Background: an optimization exercise with open tools, aiming at small area and a short achievable clock period. Do not read the settings as production practice.
The RTL was checked by simulation tests, not by an equivalence proof against the original design.

==> flow/design.v (outline; a module is shown in full before it is edited, if it fits) <==
// module fpu: 1056 lines
module fpu (clk, rst, in_valid, op_sel, rsA, rsB, out_valid, rd, exc2fsr);
  // ...
==> flow/run.sh <==
#!/bin/bash
# synth_recipe.tcl (not shown) runs the flow's synth.tcl, then flattens the netlist and writes it again
# the make line also repeats each setting of config.mk as NAME=value (left out here)
make -C /OpenROAD-flow-scripts/flow DESIGN_CONFIG=/design/flow/config.mk WORK_HOME=/design/flow/orfs CLKGATE_MAP_FILE= SYNTH_SCRIPT=/design/flow/synth_recipe.tcl finish
==> flow/config.mk <==
export PLATFORM = sky130hd
export DESIGN_NAME = fpu
export DESIGN_NICKNAME = fpu
export VERILOG_FILES = /design/flow/design.v
export SDC_FILE = /design/flow/constraint.sdc
export NUM_CORES = 4
export LEC_CHECK = 0
export CAP_MARGIN = 20
export CORE_MARGIN = 2
export CORE_UTILIZATION = 40
export SLEW_MARGIN = 20
==> flow/constraint.sdc <==
create_clock -name core_clock -period 30.0 [get_ports {clk}]
set_input_delay 6.0000 -clock core_clock [delete_from_list [all_inputs] [get_ports {clk}]]
set_output_delay 6.0000 -clock core_clock [all_outputs]
set_load 0.01 [all_outputs]
==> flow_summary.ini, run 1 <==
[placement]
io_buffer_count = 108
place_worst_setup_slack_ns = 21.60

[detailed_routing]
avgRoutedWirePerCell_um = 22.7
wl_met3_um = 37000
drt_drc_violations_left = 0

[setup_path]
r2r-start = st8[26]
critical_path_depth = 33
cp_num_buf_inv = 3
cp.required_ns = 30.77
r2r_end = st9[25]

[finish]
regArea_um2 = 19900
comb.multi_input.count = 12800
largest_register_ff_count = 100
mostFrequentLayoutCell = sky130_fd_sc_hd__nand2_1
area_taken_by_multi_input_logic_gates_um2 = 94700
sequential_fraction_of_total_cell_area_pct = 15.1
signal_buffer_area_fraction_pct = 2.55
design.seq.count = 992
proportion_of_layout_cells_with_a_drive_suffix_above_1_pct = 5.38
largest_register = st9

[logic_synthesis]
yosys_register_bits = 992
post_synth_and_or_nand_nor_area_fraction_pct = 18.4
synthCells = 16300
ys_async_sr_fraction_pct = 0
synthXorXnorAreaFrac_pct = 9.96
synth_common_cells = 1793 x sky130_fd_sc_hd__nand2_1, 1302 x sky130_fd_sc_hd__inv_1, 1228 x sky130_fd_sc_hd__nor2_1, 1155 x sky130_fd_sc_hd__a21oi_1, 1056 x sky130_fd_sc_hd__o21ai_0
main_combinational_cell_family_by_area_after_synthesis = compound AO/OA/AOI/OAI gates

[global_routing]
gr_util_met2_pct = 42.9
grtUsageMet3_pct = 4.27
grt_pass1_vias = 110000

[worst_hold_path]
worstHoldEndpoint = st9[82]

[status]
outcome = no timing/DRC/antenna violations

[sta]
unrepaired_setup_endpoints_after_global_routing = no
slew_at_the_pin_closest_to_its_max_slew_limit_ns = 1.16

[floorplanning]
tap-cell-count = 4120
==> run 2: changes to the inputs <==
--- a/flow/design.v
+++ b/flow/design.v
@@ -268,190 +268,239 @@
 	wire [1:0] dv_exnF;
 	wire [33:0] dv_R;
 	wire [7:0] sq_eRn1;
 	wire [26:0] sq_fxn;
 	wire [26:0] sq_T1;
 	wire [2:0] sq_xsR;
 	wire [0:0] sq_d1;
 	wire [27:0] sq_Ts1;
+	wire [5:0] sq_Tw1;
 	wire [5:0] sq_U1;
+	wire [5:0] sq_X1;
 	wire [5:0] sq_R1;
-	wire [26:0] sq_T2;
 	wire [0:0] sq_Sd1;
+	wire [26:0] sq_T2;
 	wire [0:0] sq_d2;
 	wire [27:0] sq_Ts2;
+	wire [6:0] sq_Tw2;
 	wire [6:0] sq_U2;
+	wire [6:0] sq_X2;
 	wire [6:0] sq_R2;
-	wire [26:0] sq_T3;
 	wire [1:0] sq_Sd2;
+	wire [26:0] sq_T3;
 	wire [0:0] sq_d3;
 	wire [27:0] sq_Ts3;
+	wire [7:0] sq_Tw3;
 	wire [7:0] sq_U3;
+	wire [7:0] sq_X3;
 	wire [7:0] sq_R3;
-	wire [26:0] sq_T4;
 	wire [2:0] sq_Sd3;
+	wire [26:0] sq_T4;
 	wire [0:0] sq_d4;
 	wire [27:0] sq_Ts4;
+	wire [8:0] sq_Tw4;
 	wire [8:0] sq_U4;
+	wire [8:0] sq_X4;
 	wire [8:0] sq_R4;
-	wire [26:0] sq_T5;
 	wire [3:0] sq_Sd4;
+	wire [26:0] sq_T5;
 	wire [0:0] sq_d5;
 	wire [27:0] sq_Ts5;
+	wire [9:0] sq_Tw5;
 	wire [9:0] sq_U5;
+	wire [9:0] sq_X5;
 	wire [9:0] sq_R5;
-	wire [26:0] sq_T6;
 	wire [4:0] sq_Sd5;
+	wire [26:0] sq_T6;
 	wire [0:0] sq_d6;
 	wire [27:0] sq_Ts6;
+	wire [10:0] sq_Tw6;
 	wire [10:0] sq_U6;
+	wire [10:0] sq_X6;
 	wire [10:0] sq_R6;
-	wire [26:0] sq_T7;
 	wire [5:0] sq_Sd6;
+	wire [26:0] sq_T7;
 	wire [0:0] sq_d7;
 	wire [27:0] sq_Ts7;
+	wire [11:0] sq_Tw7;
 	wire [11:0] sq_U7;
+	wire [11:0] sq_X7;
 	wire [11:0] sq_R7;
-	wire [26:0] sq_T8;
 	wire [6:0] sq_Sd7;
+	wire [26:0] sq_T8;
 	wire [0:0] sq_d8;
 	wire [27:0] sq_Ts8;
+	wire [12:0] sq_Tw8;
 	wire [12:0] sq_U8;
+	wire [12:0] sq_X8;
 	wire [12:0] sq_R8;
-	wire [26:0] sq_T9;
 	wire [7:0] sq_Sd8;
+	wire [26:0] sq_T9;
 	wire [0:0] sq_d9;
 	wire [27:0] sq_Ts9;
+	wire [13:0] sq_Tw9;
 	wire [13:0] sq_U9;
+	wire [13:0] sq_X9;
+	wire [10:0] sq_Rl9;
+	wire [3:0] sq_Th9;
+	wire [3:0] sq_Xh9;
+	wire [13:0] sq_Tl9;
+	wire [8:0] sq_Sd9;
+	wire [3:0] sq_Rh9;
 	wire [13:0] sq_R9;
 	wire [26:0] sq_T10;
-	wire [8:0] sq_Sd9;
 	wire [0:0] sq_d10;
 	wire [27:0] sq_Ts10;
+	wire [14:0] sq_Tw10;
 	wire [14:0] sq_U10;
+	wire [14:0] sq_X10;
 	wire [14:0] sq_R10;
-	wire [26:0] sq_T11;
 	wire [9:0] sq_Sd10;
+	wire [26:0] sq_T11;
 	wire [0:0] sq_d11;
 	wire [27:0] sq_Ts11;
+	wire [15:0] sq_Tw11;
 	wire [15:0] sq_U11;
+	wire [15:0] sq_X11;
 	wire [15:0] sq_R11;
-	wire [26:0] sq_T12;
 	wire [10:0] sq_Sd11;
+	wire [26:0] sq_T12;
 	wire [0:0] sq_d12;
 	wire [27:0] sq_Ts12;
+	wire [16:0] sq_Tw12;
 	wire [16:0] sq_U12;
+	wire [16:0] sq_X12;
 	wire [16:0] sq_R12;
-	wire [26:0] sq_T13;
 	wire [11:0] sq_Sd12;
+	wire [26:0] sq_T13;
 	wire [0:0] sq_d13;
 	wire [27:0] sq_Ts13;
+	wire [17:0] sq_Tw13;
 	wire [17:0] sq_U13;
+	wire [17:0] sq_X13;
 	wire [17:0] sq_R13;
-	wire [26:0] sq_T14;
 	wire [12:0] sq_Sd13;
+	wire [26:0] sq_T14;
 	wire [0:0] sq_d14;
 	wire [27:0] sq_Ts14;
+	wire [18:0] sq_Tw14;
 	wire [18:0] sq_U14;
+	wire [18:0] sq_X14;
 	wire [18:0] sq_R14;
-	wire [26:0] sq_T15;
 	wire [13:0] sq_Sd14;
+	wire [26:0] sq_T15;
 	wire [0:0] sq_d15;
 	wire [27:0] sq_Ts15;
+	wire [19:0] sq_Tw15;
 	wire [19:0] sq_U15;
+	wire [19:0] sq_X15;
 	wire [19:0] sq_R15;
-	wire [26:0] sq_T16;
 	wire [14:0] sq_Sd15;
+	wire [26:0] sq_T16;
 	wire [0:0] sq_d16;
 	wire [27:0] sq_Ts16;
+	wire [20:0] sq_Tw16;
 	wire [20:0] sq_U16;
+	wire [20:0] sq_X16;
 	wire [20:0] sq_R16;
-	wire [26:0] sq_T17;
 	wire [15:0] sq_Sd16;
+	wire [26:0] sq_T17;
 	wire [0:0] sq_d17;
 	wire [27:0] sq_Ts17;
+	wire [21:0] sq_Tw17;
 	wire [21:0] sq_U17;
+	wire [21:0] sq_X17;
+	wire [17:0] sq_Rl17;
+	wire [4:0] sq_Th17;
+	wire [4:0] sq_Xh17;
+	wire [5:0] sq_Tl17;
+	wire [16:0] sq_Sd17;
+	wire [4:0] sq_Rh17;
 	wire [21:0] sq_R17;
 	wire [26:0] sq_T18;
-	wire [16:0] sq_Sd17;
 	wire [0:0] sq_d18;
 	wire [27:0] sq_Ts18;
+	wire [22:0] sq_Tw18;
 	wire [22:0] sq_U18;
+	wire [22:0] sq_X18;
 	wire [22:0] sq_R18;
-	wire [26:0] sq_T19;
 	wire [17:0] sq_Sd18;
+	wire [26:0] sq_T19;
 	wire [0:0] sq_d19;
 	wire [27:0] sq_Ts19;
+	wire [23:0] sq_Tw19;
 	wire [23:0] sq_U19;
+	wire [23:0] sq_X19;
+	wire [9:0] sq_Rl19;
+	wire [14:0] sq_Th19;
+	wire [14:0] sq_Xh19;
+	wire [3:0] sq_Tl19;
+	wire [18:0] sq_Sd19;
+	wire [14:0] sq_Rh19;
 	wire [23:0] sq_R19;
 	wire [26:0] sq_T20;
-	wire [18:0] sq_Sd19;
 	wire [0:0] sq_d20;
 	wire [27:0] sq_Ts20;
+	wire [24:0] sq_Tw20;
 	wire [24:0] sq_U20;
+	wire [24:0] sq_X20;
 	wire [24:0] sq_R20;
-	wire [26:0] sq_T21;
 	wire [19:0] sq_Sd20;
+	wire [26:0] sq_T21;
 	wire [0:0] sq_d21;
 	wire [27:0] sq_Ts21;
+	wire [25:0] sq_Tw21;
 	wire [25:0] sq_U21;
+	wire [25:0] sq_X21;
 	wire [25:0] sq_R21;
-	wire [26:0] sq_T22;
 	wire [20:0] sq_Sd21;
+	wire [26:0] sq_T22;
 	wire [0:0] sq_d22;
 	wire [27:0] sq_Ts22;
+	wire [26:0] sq_Tw22;
 	wire [26:0] sq_U22;
+	wire [26:0] sq_X22;
+	wire [11:0] sq_Rl22;
+	wire [15:0] sq_Th22;
+	wire [15:0] sq_Xh22;
+	wire [0:0] sq_Tl22;
+	wire [21:0] sq_Sd22;
+	wire [15:0] sq_Rh22;
 	wire [26:0] sq_R22;
 	wire [26:0] sq_T23;
-	wire [21:0] sq_Sd22;
 	wire [0:0] sq_d23;
 	wire [27:0] sq_Ts23;
+	wire [27:0] sq_Tw23;
 	wire [27:0] sq_U23;
+	wire [27:0] sq_X23;
 	wire [27:0] sq_R23;
-	wire [26:0] sq_T24;
 	wire [22:0] sq_Sd23;
+	wire [26:0] sq_T24;
 	wire [0:0] sq_d25;
 	wire [21:0] sq_inc;
 	wire [22:0] sq_fR;
-	wire [33:0] sq_R;
-	wire [33:0] fl_in;
-	wire [31:0] fl_out;
-	wire [31:0] rd_n;
+	wire [1:0] sq_exn;
+	wire [31:0] sq_rd;
+	wire [0:0] sq_snan;
+	wire [4:0] sq_exc;
+	wire [31:0] dv_rd;
+	wire [31:0] rdx;
 	wire [7:0] f_e;
 	wire [0:0] f_fz;
 	wire [0:0] f_snan;
 	wire [0:0] f_sub;
+	wire [31:0] rd_n;
 	wire [4:0] exc_n;
 	reg [0:0] isadd_r1;
 	reg [0:0] ismul_r1;
 	reg [0:0] isi2f_r1;
 	reg [0:0] ismul_r2;
 	reg [0:0] isadd_r2;
 	reg [0:0] ismul_r3;
-	reg [0:0] isdiv_r1;
-	reg [0:0] isdiv_r2;
-	reg [0:0] isdiv_r3;
-	reg [0:0] isdiv_r4;
-	reg [0:0] isdiv_r5;
-	reg [0:0] isdiv_r6;
-	reg [0:0] isdiv_r7;
-	reg [0:0] isdiv_r8;
-	reg [0:0] isdiv_r9;
-	reg [0:0] isdiv_r10;
-	reg [0:0] issqrt_r1;
-	reg [0:0] issqrt_r2;
-	reg [0:0] issqrt_r3;
-	reg [0:0] issqrt_r4;
-	reg [0:0] issqrt_r5;
-	reg [0:0] issqrt_r6;
-	reg [0:0] issqrt_r7;
-	reg [0:0] issqrt_r8;
-	reg [0:0] issqrt_r9;
-	reg [0:0] issqrt_r10;
 	reg [0:0] nancmp_r1;
 	reg [0:0] nancmp_r2;
 	reg [0:0] nancmp_r3;
 	reg [0:0] nancmp_r4;
 	reg [0:0] nancmp_r5;
 	reg [0:0] nancmp_r6;
 	reg [0:0] nancmp_r7;
 	reg [0:0] nancmp_r8;
@@ -472,171 +521,233 @@
 	reg [0:0] dvx_r3;
 	reg [0:0] dvx_r4;
 	reg [0:0] dvx_r5;
 	reg [0:0] dvx_r6;
 	reg [0:0] dvx_r7;
 	reg [0:0] dvx_r8;
 	reg [0:0] dvx_r9;
 	reg [0:0] dvx_r10;
+	reg [0:0] isdiv_r1;
+	reg [0:0] isdiv_r2;
+	reg [0:0] isdiv_r3;
+	reg [0:0] isdiv_r4;
+	reg [0:0] isdiv_r5;
+	reg [0:0] isdiv_r6;
+	reg [0:0] isdiv_r7;
+	reg [0:0] isdiv_r8;
+	reg [0:0] isdiv_r9;
+	reg [0:0] isdiv_r10;
+	reg [0:0] issqrt_r1;
+	reg [0:0] issqrt_r2;
+	reg [0:0] issqrt_r3;
+	reg [0:0] issqrt_r4;
+	reg [0:0] issqrt_r5;
+	reg [0:0] issqrt_r6;
+	reg [0:0] issqrt_r7;
+	reg [0:0] issqrt_r8;
+	reg [0:0] issqrt_r9;
+	reg [0:0] issqrt_r10;
 	reg [69:0] st1;
-	wire [58:0] misc1_r1 = st1[58:0];
+	wire [58:0] misc1_r1 = st1[69:11];
+	wire [58:0] st1_misc = {misc1};
 	wire [26:0] dv_pX_r1 = st1[26:0];
 	wire [25:0] dv_d_r1 = st1[52:27];
 	wire [3:0] dv_q9_r1 = st1[56:53];
 	wire [9:0] dv_exp_r1 = st1[66:57];
 	wire [1:0] dv_exn_r1 = st1[68:67];
 	wire [0:0] dv_sR_r1 = st1[69:69];
+	wire [69:0] st1_div = {dv_sR, dv_exn, dv_exp, dv_q9, dv_d, dv_pX};
 	wire [26:0] sq_T4_r1 = st1[26:0];
 	wire [2:0] sq_Sd3_r1 = st1[29:27];
 	wire [2:0] sq_xsR_r1 = st1[32:30];
 	wire [7:0] sq_eRn1_r1 = st1[40:33];
+	wire [40:0] st1_sqrt = {sq_eRn1, sq_xsR, sq_Sd3, sq_T4};
 	reg [73:0] st2;
 	wire [73:0] misc2_r2 = st2[73:0];
+	wire [73:0] st2_misc = {misc2};
 	wire [26:0] dv_wf9_r2 = st2[26:0];
 	wire [25:0] dv_d_r2 = st2[52:27];
 	wire [3:0] dv_q8_r2 = st2[56:53];
 	wire [3:0] dv_q9_r2 = st2[60:57];
 	wire [9:0] dv_exp_r2 = st2[70:61];
 	wire [1:0] dv_exn_r2 = st2[72:71];
 	wire [0:0] dv_sR_r2 = st2[73:73];
+	wire [73:0] st2_div = {dv_sR_r1, dv_exn_r1, dv_exp_r1, dv_q9_r1, dv_q8, dv_d_r1, dv_wf9};
 	wire [26:0] sq_T7_r2 = st2[26:0];
 	wire [5:0] sq_Sd6_r2 = st2[32:27];
 	wire [2:0] sq_xsR_r2 = st2[35:33];
 	wire [7:0] sq_eRn1_r2 = st2[43:36];
+	wire [43:0] st2_sqrt = {sq_eRn1_r1, sq_xsR_r1, sq_Sd6, sq_T7};
 	reg [77:0] st3;
-	wire [39:0] misc3_r3 = st3[39:0];
+	wire [39:0] misc3_r3 = st3[77:38];
+	wire [39:0] st3_misc = {misc3};
 	wire [26:0] dv_wf8_r3 = st3[26:0];
 	wire [25:0] dv_d_r3 = st3[52:27];
 	wire [3:0] dv_q7_r3 = st3[56:53];
 	wire [3:0] dv_q9_r3 = st3[60:57];
 	wire [3:0] dv_q8_r3 = st3[64:61];
 	wire [9:0] dv_exp_r3 = st3[74:65];
 	wire [1:0] dv_exn_r3 = st3[76:75];
 	wire [0:0] dv_sR_r3 = st3[77:77];
-	wire [26:0] sq_T10_r3 = st3[26:0];
-	wire [8:0] sq_Sd9_r3 = st3[35:27];
-	wire [2:0] sq_xsR_r3 = st3[38:36];
-	wire [7:0] sq_eRn1_r3 = st3[46:39];
+	wire [77:0] st3_div = {dv_sR_r2, dv_exn_r2, dv_exp_r2, dv_q8_r2, dv_q9_r2, dv_q7, dv_d_r2, dv_wf8};
+	wire [10:0] sq_Rl9_r3 = st3[10:0];
+	wire [3:0] sq_Th9_r3 = st3[14:11];
+	wire [3:0] sq_Xh9_r3 = st3[18:15];
+	wire [13:0] sq_Tl9_r3 = st3[32:19];
+	wire [8:0] sq_Sd9_r3 = st3[41:33];
+	wire [2:0] sq_xsR_r3 = st3[44:42];
+	wire [7:0] sq_eRn1_r3 = st3[52:45];
+	wire [52:0] st3_sqrt = {sq_eRn1_r2, sq_xsR_r2, sq_Sd9, sq_Tl9, sq_Xh9, sq_Th9, sq_Rl9};
 	reg [81:0] st4;
 	wire [26:0] dv_wf7_r4 = st4[26:0];
 	wire [25:0] dv_d_r4 = st4[52:27];
 	wire [3:0] dv_q6_r4 = st4[56:53];
 	wire [3:0] dv_q9_r4 = st4[60:57];
 	wire [3:0] dv_q8_r4 = st4[64:61];
 	wire [3:0] dv_q7_r4 = st4[68:65];
 	wire [9:0] dv_exp_r4 = st4[78:69];
 	wire [1:0] dv_exn_r4 = st4[80:79];
 	wire [0:0] dv_sR_r4 = st4[81:81];
+	wire [81:0] st4_div = {dv_sR_r3, dv_exn_r3, dv_exp_r3, dv_q7_r3, dv_q8_r3, dv_q9_r3, dv_q6, dv_d_r3, dv_wf7};
 	wire [26:0] sq_T12_r4 = st4[26:0];
 	wire [10:0] sq_Sd11_r4 = st4[37:27];
 	wire [2:0] sq_xsR_r4 = st4[40:38];
 	wire [7:0] sq_eRn1_r4 = st4[48:41];
-	wire [31:0] rdp4_r4 = st4[31:0];
+	wire [48:0] st4_sqrt = {sq_eRn1_r3, sq_xsR_r3, sq_Sd11, sq_T12};
+	wire [31:0] rdp4_r4 = st4[81:50];
+	wire [31:0] st4_misc = {rdp4};
 	reg [85:0] st5;
 	wire [26:0] dv_wf6_r5 = st5[26:0];
 	wire [25:0] dv_d_r5 = st5[52:27];
 	wire [3:0] dv_q5_r5 = st5[56:53];
 	wire [3:0] dv_q9_r5 = st5[60:57];
 	wire [3:0] dv_q8_r5 = st5[64:61];
 	wire [3:0] dv_q7_r5 = st5[68:65];
 	wire [3:0] dv_q6_r5 = st5[72:69];
 	wire [9:0] dv_exp_r5 = st5[82:73];
 	wire [1:0] dv_exn_r5 = st5[84:83];
 	wire [0:0] dv_sR_r5 = st5[85:85];
+	wire [85:0] st5_div = {dv_sR_r4, dv_exn_r4, dv_exp_r4, dv_q6_r4, dv_q7_r4, dv_q8_r4, dv_q9_r4, dv_q5, dv_d_r4, dv_wf6};
 	wire [26:0] sq_T14_r5 = st5[26:0];
 	wire [12:0] sq_Sd13_r5 = st5[39:27];
 	wire [2:0] sq_xsR_r5 = st5[42:40];
 	wire [7:0] sq_eRn1_r5 = st5[50:43];
-	wire [31:0] rdp4_r5 = st5[31:0];
+	wire [50:0] st5_sqrt = {sq_eRn1_r4, sq_xsR_r4, sq_Sd13, sq_T14};
+	wire [31:0] rdp4_r5 = st5[85:54];
+	wire [31:0] st5_misc = {rdp4_r4};
 	reg [89:0] st6;
 	wire [26:0] dv_wf5_r6 = st6[26:0];
 	wire [25:0] dv_d_r6 = st6[52:27];
 	wire [3:0] dv_q4_r6 = st6[56:53];
 	wire [3:0] dv_q9_r6 = st6[60:57];
 	wire [3:0] dv_q8_r6 = st6[64:61];
 	wire [3:0] dv_q7_r6 = st6[68:65];
 	wire [3:0] dv_q6_r6 = st6[72:69];
 	wire [3:0] dv_q5_r6 = st6[76:73];
 	wire [9:0] dv_exp_r6 = st6[86:77];
 	wire [1:0] dv_exn_r6 = st6[88:87];
 	wire [0:0] dv_sR_r6 = st6[89:89];
+	wire [89:0] st6_div = {dv_sR_r5, dv_exn_r5, dv_exp_r5, dv_q5_r5, dv_q6_r5, dv_q7_r5, dv_q8_r5, dv_q9_r5, dv_q4, dv_d_r5, dv_wf5};
 	wire [26:0] sq_T16_r6 = st6[26:0];
 	wire [14:0] sq_Sd15_r6 = st6[41:27];
 	wire [2:0] sq_xsR_r6 = st6[44:42];
 	wire [7:0] sq_eRn1_r6 = st6[52:45];
-	wire [31:0] rdp4_r6 = st6[31:0];
+	wire [52:0] st6_sqrt = {sq_eRn1_r5, sq_xsR_r5, sq_Sd15, sq_T16};
+	wire [31:0] rdp4_r6 = st6[89:58];
+	wire [31:0] st6_misc = {rdp4_r5};
 	reg [93:0] st7;
 	wire [26:0] dv_wf4_r7 = st7[26:0];
 	wire [25:0] dv_d_r7 = st7[52:27];
 	wire [3:0] dv_q3_r7 = st7[56:53];
 	wire [3:0] dv_q9_r7 = st7[60:57];
 	wire [3:0] dv_q8_r7 = st7[64:61];
 	wire [3:0] dv_q7_r7 = st7[68:65];
 	wire [3:0] dv_q6_r7 = st7[72:69];
 	wire [3:0] dv_q5_r7 = st7[76:73];
 	wire [3:0] dv_q4_r7 = st7[80:77];
 	wire [9:0] dv_exp_r7 = st7[90:81];
 	wire [1:0] dv_exn_r7 = st7[92:91];
 	wire [0:0] dv_sR_r7 = st7[93:93];
-	wire [26:0] sq_T18_r7 = st7[26:0];
-	wire [16:0] sq_Sd17_r7 = st7[43:27];
-	wire [2:0] sq_xsR_r7 = st7[46:44];
-	wire [7:0] sq_eRn1_r7 = st7[54:47];
-	wire [31:0] rdp4_r7 = st7[31:0];
+	wire [93:0] st7_div = {dv_sR_r6, dv_exn_r6, dv_exp_r6, dv_q4_r6, dv_q5_r6, dv_q6_r6, dv_q7_r6, dv_q8_r6, dv_q9_r6, dv_q3, dv_d_r6, dv_wf4};
+	wire [17:0] sq_Rl17_r7 = st7[17:0];
+	wire [4:0] sq_Th17_r7 = st7[22:18];
+	wire [4:0] sq_Xh17_r7 = st7[27:23];
+	wire [5:0] sq_Tl17_r7 = st7[33:28];
+	wire [16:0] sq_Sd17_r7 = st7[50:34];
+	wire [2:0] sq_xsR_r7 = st7[53:51];
+	wire [7:0] sq_eRn1_r7 = st7[61:54];
+	wire [61:0] st7_sqrt = {sq_eRn1_r6, sq_xsR_r6, sq_Sd17, sq_Tl17, sq_Xh17, sq_Th17, sq_Rl17};
+	wire [31:0] rdp4_r7 = st7[93:62];
+	wire [31:0] st7_misc = {rdp4_r6};
 	reg [97:0] st8;
 	wire [26:0] dv_wf3_r8 = st8[26:0];
 	wire [25:0] dv_d_r8 = st8[52:27];
 	wire [3:0] dv_q2_r8 = st8[56:53];
 	wire [3:0] dv_q9_r8 = st8[60:57];
 	wire [3:0] dv_q8_r8 = st8[64:61];
 	wire [3:0] dv_q7_r8 = st8[68:65];
 	wire [3:0] dv_q6_r8 = st8[72:69];
 	wire [3:0] dv_q5_r8 = st8[76:73];
 	wire [3:0] dv_q4_r8 = st8[80:77];
 	wire [3:0] dv_q3_r8 = st8[84:81];
 	wire [9:0] dv_exp_r8 = st8[94:85];
 	wire [1:0] dv_exn_r8 = st8[96:95];
 	wire [0:0] dv_sR_r8 = st8[97:97];
-	wire [26:0] sq_T20_r8 = st8[26:0];
-	wire [18:0] sq_Sd19_r8 = st8[45:27];
-	wire [2:0] sq_xsR_r8 = st8[48:46];
-	wire [7:0] sq_eRn1_r8 = st8[56:49];
-	wire [31:0] rdp4_r8 = st8[31:0];
+	wire [97:0] st8_div = {dv_sR_r7, dv_exn_r7, dv_exp_r7, dv_q3_r7, dv_q4_r7, dv_q5_r7, dv_q6_r7, dv_q7_r7, dv_q8_r7, dv_q9_r7, dv_q2, dv_d_r7, dv_wf3};
+	wire [9:0] sq_Rl19_r8 = st8[9:0];
+	wire [14:0] sq_Th19_r8 = st8[24:10];
+	wire [14:0] sq_Xh19_r8 = st8[39:25];
+	wire [3:0] sq_Tl19_r8 = st8[43:40];
+	wire [18:0] sq_Sd19_r8 = st8[62:44];
+	wire [2:0] sq_xsR_r8 = st8[65:63];
+	wire [7:0] sq_eRn1_r8 = st8[73:66];
+	wire [73:0] st8_sqrt = {sq_eRn1_r7, sq_xsR_r7, sq_Sd19, sq_Tl19, sq_Xh19, sq_Th19, sq_Rl19};
+	wire [31:0] rdp4_r8 = st8[97:66];
+	wire [31:0] st8_misc = {rdp4_r7};
 	reg [101:0] st9;
 	wire [26:0] dv_wf2_r9 = st9[26:0];
 	wire [25:0] dv_d_r9 = st9[52:27];
 	wire [3:0] dv_q1_r9 = st9[56:53];
 	wire [3:0] dv_q9_r9 = st9[60:57];
 	wire [3:0] dv_q8_r9 = st9[64:61];
 	wire [3:0] dv_q7_r9 = st9[68:65];
 	wire [3:0] dv_q6_r9 = st9[72:69];
 	wire [3:0] dv_q5_r9 = st9[76:73];
 	wire [3:0] dv_q4_r9 = st9[80:77];
 	wire [3:0] dv_q3_r9 = st9[84:81];
 	wire [3:0] dv_q2_r9 = st9[88:85];
 	wire [9:0] dv_exp_r9 = st9[98:89];
 	wire [1:0] dv_exn_r9 = st9[100:99];
 	wire [0:0] dv_sR_r9 = st9[101:101];
-	wire [26:0] sq_T22_r9 = st9[26:0];
-	wire [20:0] sq_Sd21_r9 = st9[47:27];
-	wire [2:0] sq_xsR_r9 = st9[50:48];
-	wire [7:0] sq_eRn1_r9 = st9[58:51];
-	wire [31:0] rdp4_r9 = st9[31:0];
-	reg [59:0] st10;
+	wire [101:0] st9_div = {dv_sR_r8, dv_exn_r8, dv_exp_r8, dv_q2_r8, dv_q3_r8, dv_q4_r8, dv_q5_r8, dv_q6_r8, dv_q7_r8, dv_q8_r8, dv_q9_r8, dv_q1, dv_d_r8, dv_wf2};
+	wire [26:0] sq_T21_r9 = st9[26:0];
+	wire [19:0] sq_Sd20_r9 = st9[46:27];
+	wire [2:0] sq_xsR_r9 = st9[49:47];
+	wire [7:0] sq_eRn1_r9 = st9[57:50];
+	wire [57:0] st9_sqrt = {sq_eRn1_r8, sq_xsR_r8, sq_Sd20, sq_T21};
+	wire [31:0] rdp4_r9 = st9[101:70];
+	wire [31:0] st9_misc = {rdp4_r8};
+	reg [77:0] st10;
 	wire [9:0] dv_exp_r10 = st10[9:0];
 	wire [0:0] dv_mR25_r10 = st10[10:10];
 	wire [23:0] dv_fRn_r10 = st10[34:11];
 	wire [1:0] dv_exn_r10 = st10[36:35];
 	wire [0:0] dv_sR_r10 = st10[37:37];
-	wire [26:0] sq_T23_r10 = st10[26:0];
-	wire [21:0] sq_Sd22_r10 = st10[48:27];
-	wire [2:0] sq_xsR_r10 = st10[51:49];
-	wire [7:0] sq_eRn1_r10 = st10[59:52];
-	wire [31:0] rdp4_r10 = st10[31:0];
+	wire [37:0] st10_div = {dv_sR_r9, dv_exn_r9, dv_fRn, dv_mR25, dv_exp_r9};
+	wire [11:0] sq_Rl22_r10 = st10[11:0];
+	wire [15:0] sq_Th22_r10 = st10[27:12];
+	wire [15:0] sq_Xh22_r10 = st10[43:28];
+	wire [0:0] sq_Tl22_r10 = st10[44:44];
+	wire [21:0] sq_Sd22_r10 = st10[66:45];
+	wire [2:0] sq_xsR_r10 = st10[69:67];
+	wire [7:0] sq_eRn1_r10 = st10[77:70];
+	wire [77:0] st10_sqrt = {sq_eRn1_r9, sq_xsR_r9, sq_Sd22, sq_Tl22, sq_Xh22, sq_Th22, sq_Rl22};
+	wire [31:0] rdp4_r10 = st10[77:46];
+	wire [31:0] st10_misc = {rdp4_r9};
 	assign isdiv = op0 == 4'd3;
 	assign issqrt = op0 == 4'd4 || op0 >= 4'd13;
 	assign ismul = op0 == 4'd2;
 	assign isadd = op0 == 4'd0 || op0 == 4'd1;
 	assign isi2f = op0 == 4'd6;
 	assign bzero = b0 == 32'd0;
 	assign a_nan = (a0[30:23] == 8'hFF) && (a0[22:0] != 23'd0);
 	assign b_nan = (b0[30:23] == 8'hFF) && (b0[22:0] != 23'd0);
@@ -818,164 +929,233 @@
 	assign dv_exnF = (dv_exn_r10 == 2'b01) ? dv_exnR : dv_exn_r10;
 	assign dv_R = {dv_exnF, dv_sR_r10, dv_efR[30:0]};
 	assign sq_eRn1 = {1'b0, xa[30:24]} + 8'd63 + {7'd0, xa[23]};
 	assign sq_fxn = (xa[23] == 1'b0) ? {1'b1, xa[22:0], 3'b000} : {2'b01, xa[22:0], 2'b00};
 	assign sq_T1 = {4'b0111 + sq_fxn[26:23], sq_fxn[22:0]};
 	assign sq_xsR = (xa[33:31] == 3'b010) ? 3'b010 : (xa[33:31] == 3'b100) ? 3'b100 : (xa[33:31] == 3'b000) ? 3'b000 : (xa[33:31] == 3'b001) ? 3'b001 : 3'b110;
 	assign sq_d1 = ~sq_T1[26];
 	assign sq_Ts1 = {sq_T1, 1'b0};
+	assign sq_Tw1 = sq_Ts1[27:22];
 	assign sq_U1 = {1'b0, 2'b01, sq_d1, ~sq_d1, 1'b1};
-	assign sq_R1 = sq_Ts1[27:22] + (sq_U1 ^ {6{sq_d1}}) + {5'd0, sq_d1};
-	assign sq_T2 = {sq_R1[4:0], sq_Ts1[21:0]};
+	assign sq_X1 = sq_U1 ^ {6{sq_d1}};
+	assign sq_R1 = sq_Tw1 + sq_X1 + {5'd0, sq_d1};
 	assign sq_Sd1 = sq_d1;
+	assign sq_T2 = {sq_R1[4:0], sq_Ts1[21:0]};
 	assign sq_d2 = ~sq_T2[26];
 	assign sq_Ts2 = {sq_T2, 1'b0};
+	assign sq_Tw2 = sq_Ts2[27:21];
 	assign sq_U2 = {1'b0, {2'b01, sq_Sd1}, sq_d2, ~sq_d2, 1'b1};
-	assign sq_R2 = sq_Ts2[27:21] + (sq_U2 ^ {7{sq_d2}}) + {6'd0, sq_d2};
-	assign sq_T3 = {sq_R2[5:0], sq_Ts2[20:0]};
+	assign sq_X2 = sq_U2 ^ {7{sq_d2}};
+	assign sq_R2 = sq_Tw2 + sq_X2 + {6'd0, sq_d2};
 	assign sq_Sd2 = {sq_Sd1, sq_d2};
+	assign sq_T3 = {sq_R2[5:0], sq_Ts2[20:0]};
 	assign sq_d3 = ~sq_T3[26];
 	assign sq_Ts3 = {sq_T3, 1'b0};
+	assign sq_Tw3 = sq_Ts3[27:20];
 	assign sq_U3 = {1'b0, {2'b01, sq_Sd2}, sq_d3, ~sq_d3, 1'b1};
-	assign sq_R3 = sq_Ts3[27:20] + (sq_U3 ^ {8{sq_d3}}) + {7'd0, sq_d3};
-	assign sq_T4 = {sq_R3[6:0], sq_Ts3[19:0]};
+	assign sq_X3 = sq_U3 ^ {8{sq_d3}};
+	assign sq_R3 = sq_Tw3 + sq_X3 + {7'd0, sq_d3};
 	assign sq_Sd3 = {sq_Sd2, sq_d3};
+	assign sq_T4 = {sq_R3[6:0], sq_Ts3[19:0]};
 	assign sq_d4 = ~sq_T4_r1[26];
 	assign sq_Ts4 = {sq_T4_r1, 1'b0};
+	assign sq_Tw4 = sq_Ts4[27:19];
 	assign sq_U4 = {1'b0, {2'b01, sq_Sd3_r1}, sq_d4, ~sq_d4, 1'b1};
-	assign sq_R4 = sq_Ts4[27:19] + (sq_U4 ^ {9{sq_d4}}) + {8'd0, sq_d4};
-	assign sq_T5 = {sq_R4[7:0], sq_Ts4[18:0]};
+	assign sq_X4 = sq_U4 ^ {9{sq_d4}};
+	assign sq_R4 = sq_Tw4 + sq_X4 + {8'd0, sq_d4};
 	assign sq_Sd4 = {sq_Sd3_r1, sq_d4};
+	assign sq_T5 = {sq_R4[7:0], sq_Ts4[18:0]};
 	assign sq_d5 = ~sq_T5[26];
 	assign sq_Ts5 = {sq_T5, 1'b0};
+	assign sq_Tw5 = sq_Ts5[27:18];
 	assign sq_U5 = {1'b0, {2'b01, sq_Sd4}, sq_d5, ~sq_d5, 1'b1};
-	assign sq_R5 = sq_Ts5[27:18] + (sq_U5 ^ {10{sq_d5}}) + {9'd0, sq_d5};
-	assign sq_T6 = {sq_R5[8:0], sq_Ts5[17:0]};
+	assign sq_X5 = sq_U5 ^ {10{sq_d5}};
+	assign sq_R5 = sq_Tw5 + sq_X5 + {9'd0, sq_d5};
 	assign sq_Sd5 = {sq_Sd4, sq_d5};
+	assign sq_T6 = {sq_R5[8:0], sq_Ts5[17:0]};
 	assign sq_d6 = ~sq_T6[26];
 	assign sq_Ts6 = {sq_T6, 1'b0};
+	assign sq_Tw6 = sq_Ts6[27:17];
 	assign sq_U6 = {1'b0, {2'b01, sq_Sd5}, sq_d6, ~sq_d6, 1'b1};
-	assign sq_R6 = sq_Ts6[27:17] + (sq_U6 ^ {11{sq_d6}}) + {10'd0, sq_d6};
-	assign sq_T7 = {sq_R6[9:0], sq_Ts6[16:0]};
+	assign sq_X6 = sq_U6 ^ {11{sq_d6}};
+	assign sq_R6 = sq_Tw6 + sq_X6 + {10'd0, sq_d6};
 	assign sq_Sd6 = {sq_Sd5, sq_d6};
+	assign sq_T7 = {sq_R6[9:0], sq_Ts6[16:0]};
 	assign sq_d7 = ~sq_T7_r2[26];
 	assign sq_Ts7 = {sq_T7_r2, 1'b0};
+	assign sq_Tw7 = sq_Ts7[27:16];
 	assign sq_U7 = {1'b0, {2'b01, sq_Sd6_r2}, sq_d7, ~sq_d7, 1'b1};
-	assign sq_R7 = sq_Ts7[27:16] + (sq_U7 ^ {12{sq_d7}}) + {11'd0, sq_d7};
-	assign sq_T8 = {sq_R7[10:0], sq_Ts7[15:0]};
+	assign sq_X7 = sq_U7 ^ {12{sq_d7}};
+	assign sq_R7 = sq_Tw7 + sq_X7 + {11'd0, sq_d7};
 	assign sq_Sd7 = {sq_Sd6_r2, sq_d7};
+	assign sq_T8 = {sq_R7[10:0], sq_Ts7[15:0]};
 	assign sq_d8 = ~sq_T8[26];
 	assign sq_Ts8 = {sq_T8, 1'b0};
+	assign sq_Tw8 = sq_Ts8[27:15];
 	assign sq_U8 = {1'b0, {2'b01, sq_Sd7}, sq_d8, ~sq_d8, 1'b1};
-	assign sq_R8 = sq_Ts8[27:15] + (sq_U8 ^ {13{sq_d8}}) + {12'd0, sq_d8};
-	assign sq_T9 = {sq_R8[11:0], sq_Ts8[14:0]};
+	assign sq_X8 = sq_U8 ^ {13{sq_d8}};
+	assign sq_R8 = sq_Tw8 + sq_X8 + {12'd0, sq_d8};
 	assign sq_Sd8 = {sq_Sd7, sq_d8};
+	assign sq_T9 = {sq_R8[11:0], sq_Ts8[14:0]};
 	assign sq_d9 = ~sq_T9[26];
 	assign sq_Ts9 = {sq_T9, 1'b0};
+	assign sq_Tw9 = sq_Ts9[27:14];
 	assign sq_U9 = {1'b0, {2'b01, sq_Sd8}, sq_d9, ~sq_d9, 1'b1};
-	assign sq_R9 = sq_Ts9[27:14] + (sq_U9 ^ {14{sq_d9}}) + {13'd0, sq_d9};
-	assign sq_T10 = {sq_R9[12:0], sq_Ts9[13:0]};
+	assign sq_X9 = sq_U9 ^ {14{sq_d9}};
+	assign sq_Rl9 = {1'b0, sq_Tw9[9:0]} + {1'b0, sq_X9[9:0]} + {10'd0, sq_d9};
+	assign sq_Th9 = sq_Tw9[13:10];
+	assign sq_Xh9 = sq_X9[13:10];
+	assign sq_Tl9 = sq_Ts9[13:0];
 	assign sq_Sd9 = {sq_Sd8, sq_d9};
-	assign sq_d10 = ~sq_T10_r3[26];
-	assign sq_Ts10 = {sq_T10_r3, 1'b0};
+	assign sq_Rh9 = sq_Th9_r3 + sq_Xh9_r3 + {3'd0, sq_Rl9_r3[10]};
+	assign sq_R9 = {sq_Rh9, sq_Rl9_r3[9:0]};
+	assign sq_T10 = {sq_R9[12:0], sq_Tl9_r3};
+	assign sq_d10 = ~sq_T10[26];
+	assign sq_Ts10 = {sq_T10, 1'b0};
+	assign sq_Tw10 = sq_Ts10[27:13];
 	assign sq_U10 = {1'b0, {2'b01, sq_Sd9_r3}, sq_d10, ~sq_d10, 1'b1};
-	assign sq_R10 = sq_Ts10[27:13] + (sq_U10 ^ {15{sq_d10}}) + {14'd0, sq_d10};
-	assign sq_T11 = {sq_R10[13:0], sq_Ts10[12:0]};
+	assign sq_X10 = sq_U10 ^ {15{sq_d10}};
+	assign sq_R10 = sq_Tw10 + sq_X10 + {14'd0, sq_d10};
 	assign sq_Sd10 = {sq_Sd9_r3, sq_d10};
+	assign sq_T11 = {sq_R10[13:0], sq_Ts10[12:0]};
 	assign sq_d11 = ~sq_T11[26];
 	assign sq_Ts11 = {sq_T11, 1'b0};
+	assign sq_Tw11 = sq_Ts11[27:12];
 	assign sq_U11 = {1'b0, {2'b01, sq_Sd10}, sq_d11, ~sq_d11, 1'b1};
-	assign sq_R11 = sq_Ts11[27:12] + (sq_U11 ^ {16{sq_d11}}) + {15'd0, sq_d11};
-	assign sq_T12 = {sq_R11[14:0], sq_Ts11[11:0]};
+	assign sq_X11 = sq_U11 ^ {16{sq_d11}};
+	assign sq_R11 = sq_Tw11 + sq_X11 + {15'd0, sq_d11};
 	assign sq_Sd11 = {sq_Sd10, sq_d11};
+	assign sq_T12 = {sq_R11[14:0], sq_Ts11[11:0]};
 	assign sq_d12 = ~sq_T12_r4[26];
 	assign sq_Ts12 = {sq_T12_r4, 1'b0};
+	assign sq_Tw12 = sq_Ts12[27:11];
 	assign sq_U12 = {1'b0, {2'b01, sq_Sd11_r4}, sq_d12, ~sq_d12, 1'b1};
-	assign sq_R12 = sq_Ts12[27:11] + (sq_U12 ^ {17{sq_d12}}) + {16'd0, sq_d12};
-	assign sq_T13 = {sq_R12[15:0], sq_Ts12[10:0]};
+	assign sq_X12 = sq_U12 ^ {17{sq_d12}};
+	assign sq_R12 = sq_Tw12 + sq_X12 + {16'd0, sq_d12};
 	assign sq_Sd12 = {sq_Sd11_r4, sq_d12};
+	assign sq_T13 = {sq_R12[15:0], sq_Ts12[10:0]};
 	assign sq_d13 = ~sq_T13[26];
 	assign sq_Ts13 = {sq_T13, 1'b0};
+	assign sq_Tw13 = sq_Ts13[27:10];
 	assign sq_U13 = {1'b0, {2'b01, sq_Sd12}, sq_d13, ~sq_d13, 1'b1};
-	assign sq_R13 = sq_Ts13[27:10] + (sq_U13 ^ {18{sq_d13}}) + {17'd0, sq_d13};
-	assign sq_T14 = {sq_R13[16:0], sq_Ts13[9:0]};
+	assign sq_X13 = sq_U13 ^ {18{sq_d13}};
+	assign sq_R13 = sq_Tw13 + sq_X13 + {17'd0, sq_d13};
 	assign sq_Sd13 = {sq_Sd12, sq_d13};
+	assign sq_T14 = {sq_R13[16:0], sq_Ts13[9:0]};
 	assign sq_d14 = ~sq_T14_r5[26];
 	assign sq_Ts14 = {sq_T14_r5, 1'b0};
+	assign sq_Tw14 = sq_Ts14[27:9];
 	assign sq_U14 = {1'b0, {2'b01, sq_Sd13_r5}, sq_d14, ~sq_d14, 1'b1};
-	assign sq_R14 = sq_Ts14[27:9] + (sq_U14 ^ {19{sq_d14}}) + {18'd0, sq_d14};
-	assign sq_T15 = {sq_R14[17:0], sq_Ts14[8:0]};
+	assign sq_X14 = sq_U14 ^ {19{sq_d14}};
+	assign sq_R14 = sq_Tw14 + sq_X14 + {18'd0, sq_d14};
 	assign sq_Sd14 = {sq_Sd13_r5, sq_d14};
+	assign sq_T15 = {sq_R14[17:0], sq_Ts14[8:0]};
 	assign sq_d15 = ~sq_T15[26];
 	assign sq_Ts15 = {sq_T15, 1'b0};
+	assign sq_Tw15 = sq_Ts15[27:8];
 	assign sq_U15 = {1'b0, {2'b01, sq_Sd14}, sq_d15, ~sq_d15, 1'b1};
-	assign sq_R15 = sq_Ts15[27:8] + (sq_U15 ^ {20{sq_d15}}) + {19'd0, sq_d15};
-	assign sq_T16 = {sq_R15[18:0], sq_Ts15[7:0]};
+	assign sq_X15 = sq_U15 ^ {20{sq_d15}};
+	assign sq_R15 = sq_Tw15 + sq_X15 + {19'd0, sq_d15};
 	assign sq_Sd15 = {sq_Sd14, sq_d15};
+	assign sq_T16 = {sq_R15[18:0], sq_Ts15[7:0]};
 	assign sq_d16 = ~sq_T16_r6[26];
 	assign sq_Ts16 = {sq_T16_r6, 1'b0};
+	assign sq_Tw16 = sq_Ts16[27:7];
 	assign sq_U16 = {1'b0, {2'b01, sq_Sd15_r6}, sq_d16, ~sq_d16, 1'b1};
-	assign sq_R16 = sq_Ts16[27:7] + (sq_U16 ^ {21{sq_d16}}) + {20'd0, sq_d16};
-	assign sq_T17 = {sq_R16[19:0], sq_Ts16[6:0]};
+	assign sq_X16 = sq_U16 ^ {21{sq_d16}};
+	assign sq_R16 = sq_Tw16 + sq_X16 + {20'd0, sq_d16};
 	assign sq_Sd16 = {sq_Sd15_r6, sq_d16};
+	assign sq_T17 = {sq_R16[19:0], sq_Ts16[6:0]};
 	assign sq_d17 = ~sq_T17[26];
 	assign sq_Ts17 = {sq_T17, 1'b0};
+	assign sq_Tw17 = sq_Ts17[27:6];
 	assign sq_U17 = {1'b0, {2'b01, sq_Sd16}, sq_d17, ~sq_d17, 1'b1};
-	assign sq_R17 = sq_Ts17[27:6] + (sq_U17 ^ {22{sq_d17}}) + {21'd0, sq_d17};
-	assign sq_T18 = {sq_R17[20:0], sq_Ts17[5:0]};
+	assign sq_X17 = sq_U17 ^ {22{sq_d17}};
+	assign sq_Rl17 = {1'b0, sq_Tw17[16:0]} + {1'b0, sq_X17[16:0]} + {17'd0, sq_d17};
+	assign sq_Th17 = sq_Tw17[21:17];
+	assign sq_Xh17 = sq_X17[21:17];
+	assign sq_Tl17 = sq_Ts17[5:0];
 	assign sq_Sd17 = {sq_Sd16, sq_d17};
-	assign sq_d18 = ~sq_T18_r7[26];
-	assign sq_Ts18 = {sq_T18_r7, 1'b0};
+	assign sq_Rh17 = sq_Th17_r7 + sq_Xh17_r7 + {4'd0, sq_Rl17_r7[17]};
+	assign sq_R17 = {sq_Rh17, sq_Rl17_r7[16:0]};
+	assign sq_T18 = {sq_R17[20:0], sq_Tl17_r7};
+	assign sq_d18 = ~sq_T18[26];
+	assign sq_Ts18 = {sq_T18, 1'b0};
+	assign sq_Tw18 = sq_Ts18[27:5];
 	assign sq_U18 = {1'b0, {2'b01, sq_Sd17_r7}, sq_d18, ~sq_d18, 1'b1};
-	assign sq_R18 = sq_Ts18[27:5] + (sq_U18 ^ {23{sq_d18}}) + {22'd0, sq_d18};
-	assign sq_T19 = {sq_R18[21:0], sq_Ts18[4:0]};
+	assign sq_X18 = sq_U18 ^ {23{sq_d18}};
+	assign sq_R18 = sq_Tw18 + sq_X18 + {22'd0, sq_d18};
 	assign sq_Sd18 = {sq_Sd17_r7, sq_d18};
+	assign sq_T19 = {sq_R18[21:0], sq_Ts18[4:0]};
 	assign sq_d19 = ~sq_T19[26];
 	assign sq_Ts19 = {sq_T19, 1'b0};
+	assign sq_Tw19 = sq_Ts19[27:4];
 	assign sq_U19 = {1'b0, {2'b01, sq_Sd18}, sq_d19, ~sq_d19, 1'b1};
-	assign sq_R19 = sq_Ts19[27:4] + (sq_U19 ^ {24{sq_d19}}) + {23'd0, sq_d19};
-	assign sq_T20 = {sq_R19[22:0], sq_Ts19[3:0]};
+	assign sq_X19 = sq_U19 ^ {24{sq_d19}};
+	assign sq_Rl19 = {1'b0, sq_Tw19[8:0]} + {1'b0, sq_X19[8:0]} + {9'd0, sq_d19};
+	assign sq_Th19 = sq_Tw19[23:9];
+	assign sq_Xh19 = sq_X19[23:9];
+	assign sq_Tl19 = sq_Ts19[3:0];
 	assign sq_Sd19 = {sq_Sd18, sq_d19};
-	assign sq_d20 = ~sq_T20_r8[26];
-	assign sq_Ts20 = {sq_T20_r8, 1'b0};
+	assign sq_Rh19 = sq_Th19_r8 + sq_Xh19_r8 + {14'd0, sq_Rl19_r8[9]};
+	assign sq_R19 = {sq_Rh19, sq_Rl19_r8[8:0]};
+	assign sq_T20 = {sq_R19[22:0], sq_Tl19_r8};
+	assign sq_d20 = ~sq_T20[26];
+	assign sq_Ts20 = {sq_T20, 1'b0};
+	assign sq_Tw20 = sq_Ts20[27:3];
 	assign sq_U20 = {1'b0, {2'b01, sq_Sd19_r8}, sq_d20, ~sq_d20, 1'b1};
-	assign sq_R20 = sq_Ts20[27:3] + (sq_U20 ^ {25{sq_d20}}) + {24'd0, sq_d20};
-	assign sq_T21 = {sq_R20[23:0], sq_Ts20[2:0]};
+	assign sq_X20 = sq_U20 ^ {25{sq_d20}};
+	assign sq_R20 = sq_Tw20 + sq_X20 + {24'd0, sq_d20};
 	assign sq_Sd20 = {sq_Sd19_r8, sq_d20};
-	assign sq_d21 = ~sq_T21[26];
-	assign sq_Ts21 = {sq_T21, 1'b0};
-	assign sq_U21 = {1'b0, {2'b01, sq_Sd20}, sq_d21, ~sq_d21, 1'b1};
-	assign sq_R21 = sq_Ts21[27:2] + (sq_U21 ^ {26{sq_d21}}) + {25'd0, sq_d21};
+	assign sq_T21 = {sq_R20[23:0], sq_Ts20[2:0]};
+	assign sq_d21 = ~sq_T21_r9[26];
+	assign sq_Ts21 = {sq_T21_r9, 1'b0};
+	assign sq_Tw21 = sq_Ts21[27:2];
+	assign sq_U21 = {1'b0, {2'b01, sq_Sd20_r9}, sq_d21, ~sq_d21, 1'b1};
+	assign sq_X21 = sq_U21 ^ {26{sq_d21}};
+	assign sq_R21 = sq_Tw21 + sq_X21 + {25'd0, sq_d21};
+	assign sq_Sd21 = {sq_Sd20_r9, sq_d21};
 	assign sq_T22 = {sq_R21[24:0], sq_Ts21[1:0]};
-	assign sq_Sd21 = {sq_Sd20, sq_d21};
-	assign sq_d22 = ~sq_T22_r9[26];
-	assign sq_Ts22 = {sq_T22_r9, 1'b0};
-	assign sq_U22 = {1'b0, {2'b01, sq_Sd21_r9}, sq_d22, ~sq_d22, 1'b1};
-	assign sq_R22 = sq_Ts22[27:1] + (sq_U22 ^ {27{sq_d22}}) + {26'd0, sq_d22};
-	assign sq_T23 = {sq_R22[25:0], sq_Ts22[0:0]};
-	assign sq_Sd22 = {sq_Sd21_r9, sq_d22};
-	assign sq_d23 = ~sq_T23_r10[26];
-	assign sq_Ts23 = {sq_T23_r10, 1'b0};
+	assign sq_d22 = ~sq_T22[26];
+	assign sq_Ts22 = {sq_T22, 1'b0};
+	assign sq_Tw22 = sq_Ts22[27:1];
+	assign sq_U22 = {1'b0, {2'b01, sq_Sd21}, sq_d22, ~sq_d22, 1'b1};
+	assign sq_X22 = sq_U22 ^ {27{sq_d22}};
+	assign sq_Rl22 = {1'b0, sq_Tw22[10:0]} + {1'b0, sq_X22[10:0]} + {11'd0, sq_d22};
+	assign sq_Th22 = sq_Tw22[26:11];
+	assign sq_Xh22 = sq_X22[26:11];
+	assign sq_Tl22 = sq_Ts22[0:0];
+	assign sq_Sd22 = {sq_Sd21, sq_d22};
+	assign sq_Rh22 = sq_Th22_r10 + sq_Xh22_r10 + {15'd0, sq_Rl22_r10[11]};
+	assign sq_R22 = {sq_Rh22, sq_Rl22_r10[10:0]};
+	assign sq_T23 = {sq_R22[25:0], sq_Tl22_r10};
+	assign sq_d23 = ~sq_T23[26];
+	assign sq_Ts23 = {sq_T23, 1'b0};
+	assign sq_Tw23 = sq_Ts23[27:0];
 	assign sq_U23 = {1'b0, {2'b01, sq_Sd22_r10}, sq_d23, ~sq_d23, 1'b1};
-	assign sq_R23 = sq_Ts23[27:0] + (sq_U23 ^ {28{sq_d23}}) + {27'd0, sq_d23};
-	assign sq_T24 = sq_R23[26:0];
+	assign sq_X23 = sq_U23 ^ {28{sq_d23}};
+	assign sq_R23 = sq_Tw23 + sq_X23 + {27'd0, sq_d23};
 	assign sq_Sd23 = {sq_Sd22_r10, sq_d23};
+	assign sq_T24 = sq_R23[26:0];
 	assign sq_d25 = ~sq_T24[26];
 	assign sq_inc = sq_Sd22_r10 + 22'd1;
 	assign sq_fR = ~sq_d25 ? sq_Sd23 : sq_d23 ? {sq_inc, 1'b0} : {sq_Sd22_r10, 1'b1};
-	assign sq_R = {sq_xsR_r10, sq_eRn1_r10, sq_fR};
-	assign fl_in = isdiv_r10 ? dv_R : sq_R;
-	assign fl_out = flo2fp32(fl_in);
-	assign rd_n = (isdiv_r10 | issqrt_r10) ? fl_out : rdp4_r10;
-	assign f_e = rd_n[30:23];
-	assign f_fz = rd_n[22:0] == 23'd0;
-	assign f_snan = nancmp_r10 | ((f_e == 8'hFF) & ~f_fz & ~rd_n[22]);
+	assign sq_exn = sq_xsR_r10[2:1];
+	assign sq_rd = (sq_exn == 2'b01) ? {sq_xsR_r10[0], sq_eRn1_r10, sq_fR} : (sq_exn == 2'b00) ? {sq_xsR_r10[0], 31'd0} : (sq_exn == 2'b10) ? {sq_xsR_r10[0], 8'hFF, 23'd0} : 32'h7F800001;
+	assign sq_snan = nancmp_r10 | (sq_exn == 2'b11);
+	assign sq_exc = {sq_snan | nvx_r10, dvx_r10, sq_exn == 2'b10, 1'b0, sq_snan};
+	assign dv_rd = flo2fp32(dv_R);
+	assign rdx = isdiv_r10 ? dv_rd : rdp4_r10;
+	assign f_e = rdx[30:23];
+	assign f_fz = rdx[22:0] == 23'd0;
+	assign f_snan = nancmp_r10 | ((f_e == 8'hFF) & ~f_fz & ~rdx[22]);
 	assign f_sub = (f_e == 8'h00) & ~f_fz;
-	assign exc_n = {f_snan | nvx_r10, dvx_r10, (f_e == 8'hFF) & f_fz, f_sub, f_sub | f_snan};
+	assign rd_n = issqrt_r10 ? sq_rd : rdx;
+	assign exc_n = issqrt_r10 ? sq_exc : {f_snan | nvx_r10, dvx_r10, (f_e == 8'hFF) & f_fz, f_sub, f_sub | f_snan};
 	always @(posedge clk) begin
 		a0 <= rsA;
 		b0 <= rsB;
 		op0 <= op_sel;
 		if (rst) begin
 			vp <= 11'd0;
 			out_valid <= 1'b0;
 		end else begin
@@ -987,36 +1167,16 @@
 	end
 	always @(posedge clk) begin
 		isadd_r1 <= isadd;
 		ismul_r1 <= ismul;
 		isi2f_r1 <= isi2f;
 		ismul_r2 <= ismul_r1;
 		isadd_r2 <= isadd_r1;
 		ismul_r3 <= ismul_r2;
-		isdiv_r1 <= isdiv;
-		isdiv_r2 <= isdiv_r1;
-		isdiv_r3 <= isdiv_r2;
-		isdiv_r4 <= isdiv_r3;
-		isdiv_r5 <= isdiv_r4;
-		isdiv_r6 <= isdiv_r5;
-		isdiv_r7 <= isdiv_r6;
-		isdiv_r8 <= isdiv_r7;
-		isdiv_r9 <= isdiv_r8;
-		isdiv_r10 <= isdiv_r9;
-		issqrt_r1 <= issqrt;
-		issqrt_r2 <= issqrt_r1;
-		issqrt_r3 <= issqrt_r2;
-		issqrt_r4 <= issqrt_r3;
-		issqrt_r5 <= issqrt_r4;
-		issqrt_r6 <= issqrt_r5;
-		issqrt_r7 <= issqrt_r6;
-		issqrt_r8 <= issqrt_r7;
-		issqrt_r9 <= issqrt_r8;
-		issqrt_r10 <= issqrt_r9;
 		nancmp_r1 <= nancmp;
 		nancmp_r2 <= nancmp_r1;
 		nancmp_r3 <= nancmp_r2;
 		nancmp_r4 <= nancmp_r3;
 		nancmp_r5 <= nancmp_r4;
 		nancmp_r6 <= nancmp_r5;
 		nancmp_r7 <= nancmp_r6;
 		nancmp_r8 <= nancmp_r7;
@@ -1037,20 +1197,58 @@
 		dvx_r3 <= dvx_r2;
 		dvx_r4 <= dvx_r3;
 		dvx_r5 <= dvx_r4;
 		dvx_r6 <= dvx_r5;
 		dvx_r7 <= dvx_r6;
 		dvx_r8 <= dvx_r7;
 		dvx_r9 <= dvx_r8;
 		dvx_r10 <= dvx_r9;
-		st1 <= isdiv ? {dv_sR, dv_exn, dv_exp, dv_q9, dv_d, dv_pX} : issqrt ? {29'd0, sq_eRn1, sq_xsR, sq_Sd3, sq_T4} : {11'd0, misc1};
-		st2 <= isdiv_r1 ? {dv_sR_r1, dv_exn_r1, dv_exp_r1, dv_q9_r1, dv_q8, dv_d_r1, dv_wf9} : issqrt_r1 ? {30'd0, sq_eRn1_r1, sq_xsR_r1, sq_Sd6, sq_T7} : {misc2};
-		st3 <= isdiv_r2 ? {dv_sR_r2, dv_exn_r2, dv_exp_r2, dv_q8_r2, dv_q9_r2, dv_q7, dv_d_r2, dv_wf8} : issqrt_r2 ? {31'd0, sq_eRn1_r2, sq_xsR_r2, sq_Sd9, sq_T10} : {38'd0, misc3};
-		st4 <= isdiv_r3 ? {dv_sR_r3, dv_exn_r3, dv_exp_r3, dv_q7_r3, dv_q8_r3, dv_q9_r3, dv_q6, dv_d_r3, dv_wf7} : issqrt_r3 ? {33'd0, sq_eRn1_r3, sq_xsR_r3, sq_Sd11, sq_T12} : {50'd0, rdp4};
-		st5 <= isdiv_r4 ? {dv_sR_r4, dv_exn_r4, dv_exp_r4, dv_q6_r4, dv_q7_r4, dv_q8_r4, dv_q9_r4, dv_q5, dv_d_r4, dv_wf6} : issqrt_r4 ? {35'd0, sq_eRn1_r4, sq_xsR_r4, sq_Sd13, sq_T14} : {54'd0, rdp4_r4};
-		st6 <= isdiv_r5 ? {dv_sR_r5, dv_exn_r5, dv_exp_r5, dv_q5_r5, dv_q6_r5, dv_q7_r5, dv_q8_r5, dv_q9_r5, dv_q4, dv_d_r5, dv_wf5} : issqrt_r5 ? {37'd0, sq_eRn1_r5, sq_xsR_r5, sq_Sd15, sq_T16} : {58'd0, rdp4_r5};
-		st7 <= isdiv_r6 ? {dv_sR_r6, dv_exn_r6, dv_exp_r6, dv_q4_r6, dv_q5_r6, dv_q6_r6, dv_q7_r6, dv_q8_r6, dv_q9_r6, dv_q3, dv_d_r6, dv_wf4} : issqrt_r6 ? {39'd0, sq_eRn1_r6, sq_xsR_r6, sq_Sd17, sq_T18} : {62'd0, rdp4_r6};
-		st8 <= isdiv_r7 ? {dv_sR_r7, dv_exn_r7, dv_exp_r7, dv_q3_r7, dv_q4_r7, dv_q5_r7, dv_q6_r7, dv_q7_r7, dv_q8_r7, dv_q9_r7, dv_q2, dv_d_r7, dv_wf3} : issqrt_r7 ? {41'd0, sq_eRn1_r7, sq_xsR_r7, sq_Sd19, sq_T20} : {66'd0, rdp4_r7};
-		st9 <= isdiv_r8 ? {dv_sR_r8, dv_exn_r8, dv_exp_r8, dv_q2_r8, dv_q3_r8, dv_q4_r8, dv_q5_r8, dv_q6_r8, dv_q7_r8, dv_q8_r8, dv_q9_r8, dv_q1, dv_d_r8, dv_wf2} : issqrt_r8 ? {43'd0, sq_eRn1_r8, sq_xsR_r8, sq_Sd21, sq_T22} : {70'd0, rdp4_r8};
-		st10 <= isdiv_r9 ? {22'd0, dv_sR_r9, dv_exn_r9, dv_fRn, dv_mR25, dv_exp_r9} : issqrt_r9 ? {sq_eRn1_r9, sq_xsR_r9, sq_Sd22, sq_T23} : {28'd0, rdp4_r9};
+		isdiv_r1 <= isdiv;
+		isdiv_r2 <= isdiv_r1;
+		isdiv_r3 <= isdiv_r2;
+		isdiv_r4 <= isdiv_r3;
+		isdiv_r5 <= isdiv_r4;
+		isdiv_r6 <= isdiv_r5;
+		isdiv_r7 <= isdiv_r6;
+		isdiv_r8 <= isdiv_r7;
+		isdiv_r9 <= isdiv_r8;
+		isdiv_r10 <= isdiv_r9;
+		issqrt_r1 <= issqrt;
+		issqrt_r2 <= issqrt_r1;
+		issqrt_r3 <= issqrt_r2;
+		issqrt_r4 <= issqrt_r3;
+		issqrt_r5 <= issqrt_r4;
+		issqrt_r6 <= issqrt_r5;
+		issqrt_r7 <= issqrt_r6;
+		issqrt_r8 <= issqrt_r7;
+		issqrt_r9 <= issqrt_r8;
+		issqrt_r10 <= issqrt_r9;
+		st1[10:0] <= isdiv ? st1_div[10:0] : st1_sqrt[10:0];
+		st1[40:11] <= isdiv ? st1_div[40:11] : issqrt ? st1_sqrt[40:11] : st1_misc[29:0];
+		st1[69:41] <= isdiv ? st1_div[69:41] : st1_misc[58:30];
+		st2[43:0] <= isdiv_r1 ? st2_div[43:0] : issqrt_r1 ? st2_sqrt[43:0] : st2_misc[43:0];
+		st2[73:44] <= isdiv_r1 ? st2_div[73:44] : st2_misc[73:44];
+		st3[37:0] <= isdiv_r2 ? st3_div[37:0] : st3_sqrt[37:0];
+		st3[52:38] <= isdiv_r2 ? st3_div[52:38] : issqrt_r2 ? st3_sqrt[52:38] : st3_misc[14:0];
+		st3[77:53] <= isdiv_r2 ? st3_div[77:53] : st3_misc[39:15];
+		st4[48:0] <= isdiv_r3 ? st4_div[48:0] : st4_sqrt[48:0];
+		st4[49:49] <= st4_div[49:49];
+		st4[81:50] <= isdiv_r3 ? st4_div[81:50] : st4_misc[31:0];
+		st5[50:0] <= isdiv_r4 ? st5_div[50:0] : st5_sqrt[50:0];
+		st5[53:51] <= st5_div[53:51];
+		st5[85:54] <= isdiv_r4 ? st5_div[85:54] : st5_misc[31:0];
+		st6[52:0] <= isdiv_r5 ? st6_div[52:0] : st6_sqrt[52:0];
+		st6[57:53] <= st6_div[57:53];
+		st6[89:58] <= isdiv_r5 ? st6_div[89:58] : st6_misc[31:0];
+		st7[61:0] <= isdiv_r6 ? st7_div[61:0] : st7_sqrt[61:0];
+		st7[93:62] <= isdiv_r6 ? st7_div[93:62] : st7_misc[31:0];
+		st8[65:0] <= isdiv_r7 ? st8_div[65:0] : st8_sqrt[65:0];
+		st8[73:66] <= isdiv_r7 ? st8_div[73:66] : issqrt_r7 ? st8_sqrt[73:66] : st8_misc[7:0];
+		st8[97:74] <= isdiv_r7 ? st8_div[97:74] : st8_misc[31:8];
+		st9[57:0] <= isdiv_r8 ? st9_div[57:0] : st9_sqrt[57:0];
+		st9[69:58] <= st9_div[69:58];
+		st9[101:70] <= isdiv_r8 ? st9_div[101:70] : st9_misc[31:0];
+		st10[37:0] <= isdiv_r9 ? st10_div[37:0] : st10_sqrt[37:0];
+		st10[45:38] <= st10_sqrt[45:38];
+		st10[77:46] <= issqrt_r9 ? st10_sqrt[77:46] : st10_misc[31:0];
 	end
 endmodule
==> flow_summary.ini, run 2 <==
[detailed_routing]
via_per_inst = 5.91
avgRoutedWirePerCell_um = 23.6
detailed_router_iteration_count_before_antenna_repair = 7
drt_drc_violations_left = 0
detailed_route_iter0_violations = 11500

[logic_synthesis]
syn-cell-area_um2 = 119000
yosys_register_bits = 1019
synth_common_cells = 1477 x sky130_fd_sc_hd__nand2_1, 1317 x sky130_fd_sc_hd__inv_1, 1019 x sky130_fd_sc_hd__dfxtp_1, 1015 x sky130_fd_sc_hd__xnor2_1, 980 x sky130_fd_sc_hd__ha_1
yosys-top-cells-area = sky130_fd_sc_hd__dfxtp_1 17%, sky130_fd_sc_hd__fa_1 11%, sky130_fd_sc_hd__ha_1 10%
yosys.cell_types.count = 109
yosysMostFrequentCell = sky130_fd_sc_hd__nand2_1
ys_async_sr_fraction_pct = 0
synth.avg_cell_area_um2 = 7.95
synth_edf_count = 0
yosys.area.top_type = sky130_fd_sc_hd__dfxtp_1
synthCells = 15000
synth_seq_area_share_pct = 17.1

[global_routing]
grtUsageMet3_pct = 4.19
grt_resource_usage_total_pct = 28.3
grt_overflow = 0
gr_util_met2_pct = 45.0
grtUsageMet1_pct = 37.3
grt_pass1_vias = 105000
globalRoute.busiestLayer = met2

[status]
outcome = no timing/DRC/antenna violations

[clocking]
worstSkewPairLatency_ns = 0.92
clkSlewWorstSetupHoldPaths_ns = 0.06
cts_buffer_depth = 4
cts_hold_repair.buffers = 0
cts_htree_levels = 3
cts_buffers = 125
root_buffer = sky130_fd_sc_hd__clkbuf_16
clkSinkCount = 1019
post_cts_buffers = 0
clock_tree_from_tritoncts = built

[floorplanning]
rows = 200
fp.dieW_um = 550
die_area_um2 = 303000

[finish]
largest_register_ff_count = 100
highest_count_cells_in_the_layout_ignoring_fill_and_taps = 1476 x sky130_fd_sc_hd__nand2_1, 1317 x sky130_fd_sc_hd__inv_1, 1005 x sky130_fd_sc_hd__xnor2_1, 979 x sky130_fd_sc_hd__ha_1, 978 x sky130_fd_sc_hd__dfxtp_1
reg_top3 = st9 x100, st8 x97, st7 x94
instances_no_fill = 18600
largest_register = st9
layout-area-overhead-vs-synth_pct = 7.55
final_util_pct = 43.2
mostFrequentLayoutCell = sky130_fd_sc_hd__nand2_1
proportion_of_layout_cells_with_a_drive_suffix_above_1_pct = 7.16

[setup_path]
crit_path_launch_type = flop
cp.required_ns = 30.72
arrival_ns = 8.91
max_stage_delay_ns = 0.77
timing_worst_setup_path_type = reg2reg
worst-path-max-fanout = 13
r2r-start = st2[26]

[sta]
worst_slew_margin_rel_pct = 12.7
hold_ws_ns = 0.256
unrepaired_setup_endpoints_after_global_routing = no
slew_at_the_pin_closest_to_its_max_slew_limit_ns = 1.30
finalMaxSlewViolations = 0
fmax_ghz = 0.122
final-setup-viol-count = 0

[placement]
io_buffer_count = 108
gp_routability_congestion = 1.02
dp.final_hpwl_um = 336000

[flow_run]
drv.max_cap_violation_count = 0

[worst_hold_path]
hold_class = reg2reg
hold_path_origin = st7[90]
## run 2: changes by cell type in the layout (fill, tap and decap cells not counted), sizes merged, moves of 30 or more
cell / change
mux2i: -42
a21oi: -183
a22oi: +34
mux2: +213
nor2: -260
o22ai: +42
maj3: -30
o21ai: -173
a221oi: -45
buf: -35
nand2: -318
mux4: +39
a22o: -109
and2: -191
## run 2: through the flow
stage	setup WS, ns	instance area (um2)
floorplan	22.79	119000
global placement	21.81	124000
detailed placement	21.88	124000
CTS	21.83	128000
global route	20.87	128000
finish	21.81	128000
## run 2: cell type report
cell class	count	area (um2)
fill	30200	168000
multi-input combinational	11700	90500
sequential	1019	20500
inverter	1347	5060
tap	3939	4930
clock buffer	164	3480
timing repair buffer	379	3120
clock inverter	63	728
antenna	31	77.6
## run 2: path summary, 6_finish.rpt
kind	endpoint	slack (ns)	cells past startpoint
worst min register to register	st8[94]	0.26	0
worst max register to register	st3[9]	21.81	37
worst min-delay path	st8[94]	0.26	0
worst max-delay path	st3[9]	21.81	37
## run 2: cell families after synthesis
group | Yosys count | share of synthesized area [%]
compound gates | 3892 | 21.1
xor+xnor | 1406 | 10.4
fa+ha+maj | 1675 | 21.8
buf+inv | 2285 | 7.24
flops | 1019 | 17.1
mux | 648 | 6.48
simple gates | 4080 | 16.0
## run 2: per-layer routing
metal	share of wire, %	vias to the layer above	wire length, um
met5	0.0073	-	32
met4	5.6	4	24700
met3	8.2	1009	36300
met2	44	4968	196000
met1	42	52800	184000
li1	-	51400	-
## run 2: worst max-delay path, delay by kind of cell, from the launching register on
kind                       cells  cell delay (ns)
and+or+nand+nor                9             1.00
DFF                            1             0.77
buffers and inverters          2             0.49
adders and majority gates      4             1.08
AOI/OAI and AO/OA             18             3.17
xor gates and xnor gates       4             1.50

-- static timing again, ports no longer ideal --
No port has a modelled driver above. Below, the same layouts with a new extraction and two added sets of constraints.
Step 1 assumes that a clkbuf_16 drives the clock port and a buf_2 every other input.
Step 2 times the ports against the registers' clock, not the clock port: input delays grow and output delays shrink by t, the midpoint of the rising clock arrivals with the driver on.
Slacks: no drivers / after step 1 / after step 2; pairs: no drivers / after step 1.
run	t, ns	slack for setup (ns)
run 1	0.955	21.557 / 21.557 / 21.557
run 2	0.969	21.808 / 21.808 / 21.808
After both steps every run listed still meets setup and hold.
